From an optimization exercise on the open Yosys and OpenROAD flow, aimed at small area, a short achievable clock period and few clock cycles; shortcuts taken in it are not production practice. At most, simulation tests tie the RTL to the original design; equivalence was not proved. No activity file was given, so power comes from the tool's default toggle rates.

== the baseline ==
// FFT16_RTL
module FFT16_RTL (
    input             clk,
    input             reset,
    input             load_en,
    input      [31:0] serial_data_in,
    output reg [31:0] serial_data_out,
    output reg        data_out_valid,
    output reg        fft_done,
    output reg        fft_core_en
);
==> flow/config.mk <==
export PLATFORM = sky130hd
export DESIGN_NAME = FFT16_RTL
export DESIGN_NICKNAME = FFT16_RTL
export VERILOG_FILES = /design/flow/design.v
export SDC_FILE = /design/flow/constraint.sdc
export NUM_CORES = 8
export LEC_CHECK = 0
export ABC_CLOCK_PERIOD_IN_PS = 3000
export CAP_MARGIN = 20
export CORE_MARGIN = 2
export CORE_UTILIZATION = 60
export SETUP_SLACK_MARGIN = 5
export SLEW_MARGIN = 30
==> flow/constraint.sdc <==
create_clock -name core_clock -period 10.0 [get_ports {clk}]
set_input_delay 2.0000 -clock core_clock [delete_from_list [all_inputs] [get_ports {clk}]]
set_output_delay 2.0000 -clock core_clock [all_outputs]
set_load 0.01 [all_outputs]
standard.sh (not shown) runs the stock make flow with config.mk's settings and CLKGATE_MAP_FILE= SYNTH_SCRIPT=/design/flow/synth_recipe.tcl, a recipe that flattens the netlist after the stock synthesis.
==> flow/flow/run.sh <==
#!/bin/bash
set -euo pipefail
bash standard.sh SETUP_SLACK_MARGIN=6.8 finish > standard.log 2>&1
## Diff of input files: the candidate against the baseline
==> flow/run.sh (new file) <==
#!/bin/bash
# synth_recipe.tcl (not shown) runs the flow's synth.tcl, then flattens the netlist and writes it again
# the make line also repeats each setting of config.mk as NAME=value (left out here)
make -C /OpenROAD-flow-scripts/flow DESIGN_CONFIG=/design/flow/config.mk WORK_HOME=/design/flow/orfs CLKGATE_MAP_FILE= SYNTH_SCRIPT=/design/flow/synth_recipe.tcl finish
removed: flow/flow/run.sh
removed: flow/standard.sh
==> comparison <==
- The candidate supports a lower top clock frequency than the baseline.
- Diff the candidate..the baseline | number of multi-input combinational cells in the layout | unchanged
- | part of the total power dissipated in combinational logic | higher: the baseline |
- On net count after synthesis, the baseline and the candidate are neck and neck.
- Wire length in the candidate is 12% lower than in the baseline
- The candidate vs. the baseline: via count of the first global-routing pass went down by 3574.
- What the baseline reported for power has to be multiplied by 0.933 to get the figure for the candidate.
Function was not checked in any run of this note: the RTL went through the layout flow alone.

========
## build 43
Another version of the RTL of FFT16_RTL (not shown whole).
Size: ~5300 cells after synthesis, roughly 870 flip-flops, roughly 70 I/O pins, about 0.056 mm2 of cells after synthesis.
// FFT16_RTL
module FFT16_RTL (
    input             clk,
    input             reset,
    input             load_en,
    input      [31:0] serial_data_in,
    output reg [31:0] serial_data_out,
    output reg        data_out_valid,
    output reg        fft_done,
    output reg        fft_core_en
);
Settings: LEC_CHECK=0, CAP_MARGIN=20, CORE_MARGIN=2, CORE_UTILIZATION=60, CTS_BUF_LIST=sky130_fd_sc_hd__clkbuf_8, CTS_CLUSTER_DIAMETER=50, CTS_CLUSTER_SIZE=20, SETUP_SLACK_MARGIN=5, SLEW_MARGIN=30; clock period 10.0 ns.
==> flow/flow/run.sh <==
#!/bin/bash
set -euo pipefail
bash standard.sh SETUP_SLACK_MARGIN=6.2 finish > standard.log 2>&1
Build 43 ran to completion and came out clean on the timing, DRC and antenna checks.
Testbench counts of build 43, summed over its fixed seeds: cycles 18,440.
Input changes introduced in build 2 (baseline for comparison: build 43):
Settings: a change of CTS_CLUSTER_SIZE from 20 to 16; a change of CTS_CLUSTER_DIAMETER from 50 to 40; a change of CORE_UTILIZATION from 60 to 55; a change of SLEW_MARGIN from 30 to 10; a change of CAP_MARGIN from 20 to 10.
==> flow/flow/run.sh <==
#!/bin/bash
set -euo pipefail
bash standard.sh SETUP_SLACK_MARGIN=6.1 finish > standard.log 2>&1
Notes after the runs:
- When build 2 is set beside build 43, its clock-pin transition on the worst setup and hold timing paths turns out to be 30 ps smaller.
- Instance area at placement essentially unchanged between build 43 and build 2.
- From build 43 to build 2 the numbers moved as follows: sequential share of layout area has remained practically unchanged, relative contribution of the clock network to total power has increased.
- The final reports for build 2 and build 43 show post-detailed-routing wire length higher in the former.
- Build 2 vs build 43, launching instance or port of the critical path: Min[1]$_DFF_P_ vs Min[26]$_DFF_P_
- Looking at post-route fraction of the period consumed by the critical path, build 2 sits above build 43.
- Build 2 vs. build 43: share of layout cells above drive strength 1 went down by 0.83 points.
- Comparing build 2 and build 43, setup slack is higher on build 43.
- Between build 43 and build 2, the static leakage does not differ in any meaningful way.
- For the combinational power share, build 2 came in 1.2 points lower than build 43 did.
- Build 2: average via count per standard cell is about 3% lower than what build 43 reported.
Edits applied to the flow inputs when going from build 2 to build 35:
Settings: a change of CORE_UTILIZATION from 55 to 60; a change of CAP_MARGIN from 10 to 20; a change of SLEW_MARGIN from 10 to 30.
[compare] base=build 2 new=build 35: setup slack went up 37 ps, cts-stage hold buffer count neither gained nor lost much, floorplan die width has decreased, met3 demand-to-capacity share in global routing went up by 1.4 points. Going from build 2 to build 35, final cell count down 150; met1 wire length now sits lower; total track usage +2.4 points.
Relative to build 35, the following input files were edited for build 52:
Settings: swapping 40 for 50 in CTS_CLUSTER_DIAMETER; swapping 16 for 20 in CTS_CLUSTER_SIZE.
Results
Diff build 35..build 52 | synthesized area | unchanged. Going from build 35 to build 52, routed via count divided by cell count went down; logic gate share of total power now larger; power went down 8.8%. The clock transition at the registers of the reported paths reported for build 52 is greater than that of build 35 by 20 ps. | largest clock skew in the final design | build 52 vs build 35 | worse |. Taking build 35 as the reference point, the worst hold slack of build 52 rises by 3.7 ps. Build 35 → build 52: register-to-register slack level, maximum fanout along the worst path moved down. NOTE final area build 35->build 52 decreased slightly. Each of the runs, namely build 35 and build 52, reached the end of the flow and came out clean.
The following lists how build 14 was set up differently from build 52:
==> flow/flow/run.sh <==
#!/bin/bash
set -euo pipefail
bash standard.sh SETUP_SLACK_MARGIN=6.0 finish > standard.log 2>&1
Results
- Build 14: flow completed, timing, DRC and antenna clean
- When build 14 is measured against build 52, its fraction of layout instances using a drive strength above 1 turns out 2.0 points lower.
- Taking build 52 as the reference, in build 14 number of clock buffers in the layout shows a reduction of about 4%; delay of the slowest cell on the worst path went down by 60 ps; power consumption barely changed; worst clock skew level; clock power saw little to no change.

========
main:
Starting RTL as in the previous note.
export LEC_CHECK = 0
export CAP_MARGIN = 20
export CORE_MARGIN = 2
export CORE_UTILIZATION = 60
export CTS_BUF_LIST = sky130_fd_sc_hd__clkbuf_8
export CTS_CLUSTER_DIAMETER = 50
export CTS_CLUSTER_SIZE = 20
export PLACE_DENSITY = 0.72
export SETUP_SLACK_MARGIN = 5
export SLEW_MARGIN = 30
create_clock -name core_clock -period 10.0 [get_ports {clk}]
==> flow/flow/run.sh <==
#!/bin/bash
set -euo pipefail
bash standard.sh SETUP_SLACK_MARGIN=6.1 finish > standard.log 2>&1
Testbench counts of main, summed over its fixed seeds: cycles 18,440.
Inputs modified between main and the feature branch:
==> flow/config.mk <==
export PLATFORM = sky130hd
export DESIGN_NAME = FFT16_RTL
export DESIGN_NICKNAME = FFT16_RTL
export VERILOG_FILES = /design/flow/design.v
export SDC_FILE = /design/flow/constraint.sdc
export NUM_CORES = 8
export LEC_CHECK = 0
export CAP_MARGIN = 10
export CORE_MARGIN = 2
export CORE_UTILIZATION = 60
export CTS_BUF_LIST = sky130_fd_sc_hd__clkbuf_8
export CTS_CLUSTER_DIAMETER = 50
export CTS_CLUSTER_SIZE = 20
export SETUP_SLACK_MARGIN = 5
export SLEW_MARGIN = 10
Looking at startpoint of the most critical setup path, the serial_data_in[25] result is from main; the serial_data_in[22] one comes from the feature branch. Lower post-CTS setup buffer count among main and the feature branch: main. Sort main and the feature branch by relative max-transition margin desc -> top: main. Going from main to the feature branch, non-clock buffer count saw an increase, power per standard cell area rose 0.49 nW/um^2, final worst clock skew now larger, worst hold slack across all endpoints moved up.

## afterwards: timing with drivers on the ports
In the flow no input, the clock included, has a driving cell. The finished layouts below were timed again as built, in two steps. Step 1, drivers: a clkbuf_16 drives clk and a buf_2 each remaining input, both assumed. Step 2 also shifts input and output timing later by t, the mid clock arrival at the registers, as if the neighbouring blocks saw the same clock. a / b / c = ideal ports / drivers / drivers and shift; a / b = the first two.
| run | t (ns) | slack for setup (ns) | latest minus earliest clock arrival (ns) |
|---|---|---|---|
| the baseline | 0.784 | 5.955 / 5.955 / 5.955 | 0.026 / 0.027 |
| the candidate | 0.795 | 5.181 / 5.181 / 5.181 | 0.057 / 0.057 |
| build 43 | 0.829 | 6.176 / 6.176 / 5.400 | 0.050 / 0.051 |
| build 2 | 0.900 | 6.094 / 6.094 / 5.303 | 0.051 / 0.050 |
| build 35 | 0.879 | 6.131 / 6.131 / 5.302 | 0.051 / 0.051 |
| build 52 | 0.838 | 6.131 / 6.138 / 5.340 | 0.066 / 0.065 |
| build 14 | 0.830 | 6.050 / 6.065 / 5.275 | 0.068 / 0.068 |
| main | 0.815 | 6.129 / 6.151 / 5.352 | 0.063 / 0.062 |
| the feature branch | 0.838 | 6.125 / 6.148 / 5.331 | 0.070 / 0.070 |
After both steps setup and hold are still met in every run listed. The setup slack of build 35, which loses most, moves by 0.000 ns with the drivers and by -0.829 ns with both steps.
